Background: an optimization exercise with open tools, aiming at small area and a short achievable clock period. Do not read the settings as production practice.
Only simulation tests tie the RTL to the original design; equivalence was not proved.
Power figures rest on the tool's default switching activity, not on a simulated workload.

==> inputs of build 75 <==
Design divider, start of the top module:
module divider
        (
                input wire signed [31:0] data1,
                input wire signed [31:0] data2,
                input wire clock,
                input wire reset_n,
                output reg signed [31:0] q,
                output reg signed [31:0] r
        );
clock: 150.0 ns
lec_check: 0
abc_area: 1
cap_margin: 20
core_margin: 2
core_utilization: 40
slew_margin: 20
standard.sh (not shown) runs the stock make flow with config.mk's settings and CLKGATE_MAP_FILE= SYNTH_SCRIPT=/design/flow/synth_recipe.tcl, a recipe that flattens the netlist after the stock synthesis.
==> flow/flow/run.sh <==
#!/bin/bash
# The standard layout (standard.sh, standard synthesis included), with
# two changes:
#  - the buffers ORFS puts on every input and output port are
#    sky130_fd_sc_hd__buf_1 cells instead of the delay cells
#    (clkdlybuf4s50_1) that buffer_ports picks by itself; every port still
#    gets its own buffer;
#  - the post-CTS repair_timing aims for a setup slack of flow/setup_margin
#    ns instead of 0, using gate up-sizing only (no buffering, pin swaps or
#    cloning), so the netlist keeps the synthesized structure.
# The rest (global route with its usual repairs, detailed route, finish) is
# standard. The design's SDC and clock period are used unchanged.
set -euo pipefail
MARGIN=$(cat flow/setup_margin)
IOBUF="BUFFER_PORTS_ARGS=-buffer_cell sky130_fd_sc_hd__buf_1"
bash standard.sh "$IOBUF" SETUP_SLACK_MARGIN=$MARGIN SETUP_MOVE_SEQUENCE=sizeup \
  SKIP_GATE_CLONING=1 SKIP_PIN_SWAP=1 cts > flow_make_cts.log 2>&1
bash standard.sh "$IOBUF" finish > flow_make.log 2>&1
==> flow/flow/setup_margin <==
75
==> build 18 (differences from build 75) <==
==> flow/flow/run.sh (replaced) <==
#!/bin/bash
# The standard layout (standard.sh, standard synthesis included), except
# that the buffers ORFS puts on every input and output port are
# sky130_fd_sc_hd__buf_1 cells, instead of the delay cells
# (clkdlybuf4s50_1) that buffer_ports picks by itself. Every port still
# gets its own buffer; the design's SDC and clock period are unchanged.
set -euo pipefail
bash standard.sh "BUFFER_PORTS_ARGS=-buffer_cell sky130_fd_sc_hd__buf_1" finish > flow_make.log 2>&1
removed: flow/flow/setup_margin
==> build 51 (differences from build 75) <==
==> flow/flow/run.sh (replaced) <==
#!/bin/bash
# The standard layout (standard.sh, standard synthesis included), run in
# two parts: up to CTS, the post-CTS repair_timing aims for a setup slack of
# flow/setup_margin ns instead of 0, using gate up-sizing only (no
# buffering, pin swaps or cloning), so the netlist keeps the synthesized
# structure; the rest (global route with its usual repairs, detailed route,
# finish) is standard. The design's SDC and clock period are used unchanged.
set -euo pipefail
MARGIN=$(cat flow/setup_margin)
bash standard.sh SETUP_SLACK_MARGIN=$MARGIN SETUP_MOVE_SEQUENCE=sizeup \
  SKIP_GATE_CLONING=1 SKIP_PIN_SWAP=1 cts > flow_make_cts.log 2>&1
bash standard.sh finish > flow_make.log 2>&1
==> flow/flow/setup_margin (replaced) <==
74
==> run notes <==
- Against build 18, the design area of build 51 is larger by about 3.5%.
- Against build 18, the critical path depth of build 51 is higher by 3.
- In build 18 the combinational power is smaller than in build 75, by about 2%.
- Die area is the same in build 51 and build 75.
- In clock power, build 75 and build 18 hardly differ.

==> run R <==
divider, a different RTL version from the one above (not shown whole).
clock: 150.0 ns
lec_check: 0
cap_margin: 20
core_margin: 2
core_utilization: 40
slew_margin: 20
==> flow/flow/run.sh <==
#!/bin/bash
# The standard ORFS layout with two changes:
#  - synthesis maps with flow/abc.script (area-oriented, no upsizing to a
#    0-delay target), so the netlist starts small;
#  - repair_timing (after CTS and after global routing) aims for a setup
#    slack of flow/setup_margin ns instead of 0, sizing up only the gates
#    the placed design needs to run faster.
# The design's SDC and clock period are used unchanged everywhere.
set -euo pipefail
HERE=$(pwd)
MARGIN=$(cat flow/setup_margin)
{
  echo 'proc abc {args} {'
  echo '  set i [lsearch -exact $args -script]'
  echo "  lset args [expr {\$i + 1}] $HERE/flow/abc.script"
  echo '  yosys abc {*}$args'
  echo '}'
  cat synth_recipe.tcl
} > own_synth.tcl
sed "s#SYNTH_SCRIPT=[^ ]*#SYNTH_SCRIPT=$HERE/own_synth.tcl#" standard.sh > own_standard.sh
grep -q "SYNTH_SCRIPT=$HERE/own_synth.tcl" own_standard.sh
bash own_standard.sh SETUP_SLACK_MARGIN=$MARGIN finish > flow_make.log 2>&1
==> flow/flow/abc.script <==
strash
dch
map -B 0.9
topo
stime -c
==> flow/flow/setup_margin <==
60
==> run P: changes against run R <==
==> flow/run.sh (new file) <==
#!/bin/bash
# synth_recipe.tcl (not shown) runs the flow's synth.tcl, then flattens the netlist and writes it again
# the make line also repeats each setting of config.mk as NAME=value (left out here)
make -C /OpenROAD-flow-scripts/flow DESIGN_CONFIG=/design/flow/config.mk WORK_HOME=/design/flow/orfs CLKGATE_MAP_FILE= SYNTH_SCRIPT=/design/flow/synth_recipe.tcl finish
Settings changed: ABC_AREA set to 1.
removed: flow/flow/run.sh
removed: flow/flow/abc.script
removed: flow/flow/setup_margin
removed: flow/standard.sh
==> run Z: changes against run R <==
==> flow/run.sh (new file) <==
#!/bin/bash
# synth_recipe.tcl (not shown) runs the flow's synth.tcl, then flattens the netlist and writes it again
# the make line also repeats each setting of config.mk as NAME=value (left out here)
make -C /OpenROAD-flow-scripts/flow DESIGN_CONFIG=/design/flow/config.mk WORK_HOME=/design/flow/orfs CLKGATE_MAP_FILE= SYNTH_SCRIPT=/design/flow/synth_recipe.tcl finish
Settings changed: ABC_AREA set to 1, CORE_UTILIZATION 40 to 60, PLACE_DENSITY set to 0.8.
removed: flow/flow/run.sh
removed: flow/flow/abc.script
removed: flow/flow/setup_margin
removed: flow/standard.sh
==> qor summary <==
item	run R	run Z	run P
Fmax	11.8 MHz	11.6 MHz	11.6 MHz
Outcome	timing/DRC/antenna clean	timing/DRC/antenna clean	timing/DRC/antenna clean
Wire length of the first global-routing pass	194000 um	181000 um	196000 um
Detail Placement HPWL	95300 um	86600 um	96300 um
Die ar.	76000 sq um	65100 sq um	97000 sq um
Setup WS post-layout	65370 ps	63470 ps	64090 ps
Instance count after placement with tap cells included	7320	7178	7589
Pin count of the biggest net entering global routing	55	62	57
Initial Util	40.4%	60.3%	40.5%
Total Power Consumption	0.000337 W	0.000362 W	0.000362 W
Final Net Count	6514	6409	6414
Data arrival time of the critical path	84910 ps	86830 ps	86210 ps
Total power per unit cell area	9.53 nW/um^2	9.52 nW/um^2	9.37 nW/um^2
Core Box Area	73100 sq um	62700 sq um	93500 sq um
Met2 wire length	56200 um	50200 um	54600 um

## re-timing with driven ports
No port has a modelled driver above. Below, the same layouts with a new extraction and two added sets of constraints.
Step 1 (the two cells are an assumption about what drives the block):
set clk [get_ports {clock}]
set_driving_cell -lib_cell sky130_fd_sc_hd__clkbuf_16 $clk
set_driving_cell -lib_cell sky130_fd_sc_hd__buf_2 [delete_from_list [all_inputs] $clk]
Step 2 also shifts input and output timing later by t, the mid clock arrival at the registers, as if the neighbouring blocks saw the same clock.
Three values: no drivers, after step 1, after step 2; two values: the first two.
| run | t, ns | setup WS [ns] | worst setup path after step 2 | worst slew at a driven data input, ns |
|---|---|---|---|---|
| build 75 | 0.454 | 74.402 / 74.389 / 73.936 | input to register | 0.09 |
| build 18 | 0.452 | 70.516 / 70.551 / 70.099 | input to register | 0.08 |
| build 51 | 0.447 | 73.461 / 73.490 / 73.043 | input to register | 0.06 |
| run R | 0.451 | 65.368 / 65.400 / 64.949 | input to register | 0.08 |
| run P | 0.454 | 64.088 / 64.128 / 63.675 | input to register | 0.14 |
| run Z | 0.459 | 63.466 / 63.503 / 63.044 | input to register | 0.06 |
After both steps setup and hold are still met in every run listed. The setup slack of build 75, which loses most, moves by -0.013 ns with the drivers and by -0.466 ns with both steps.
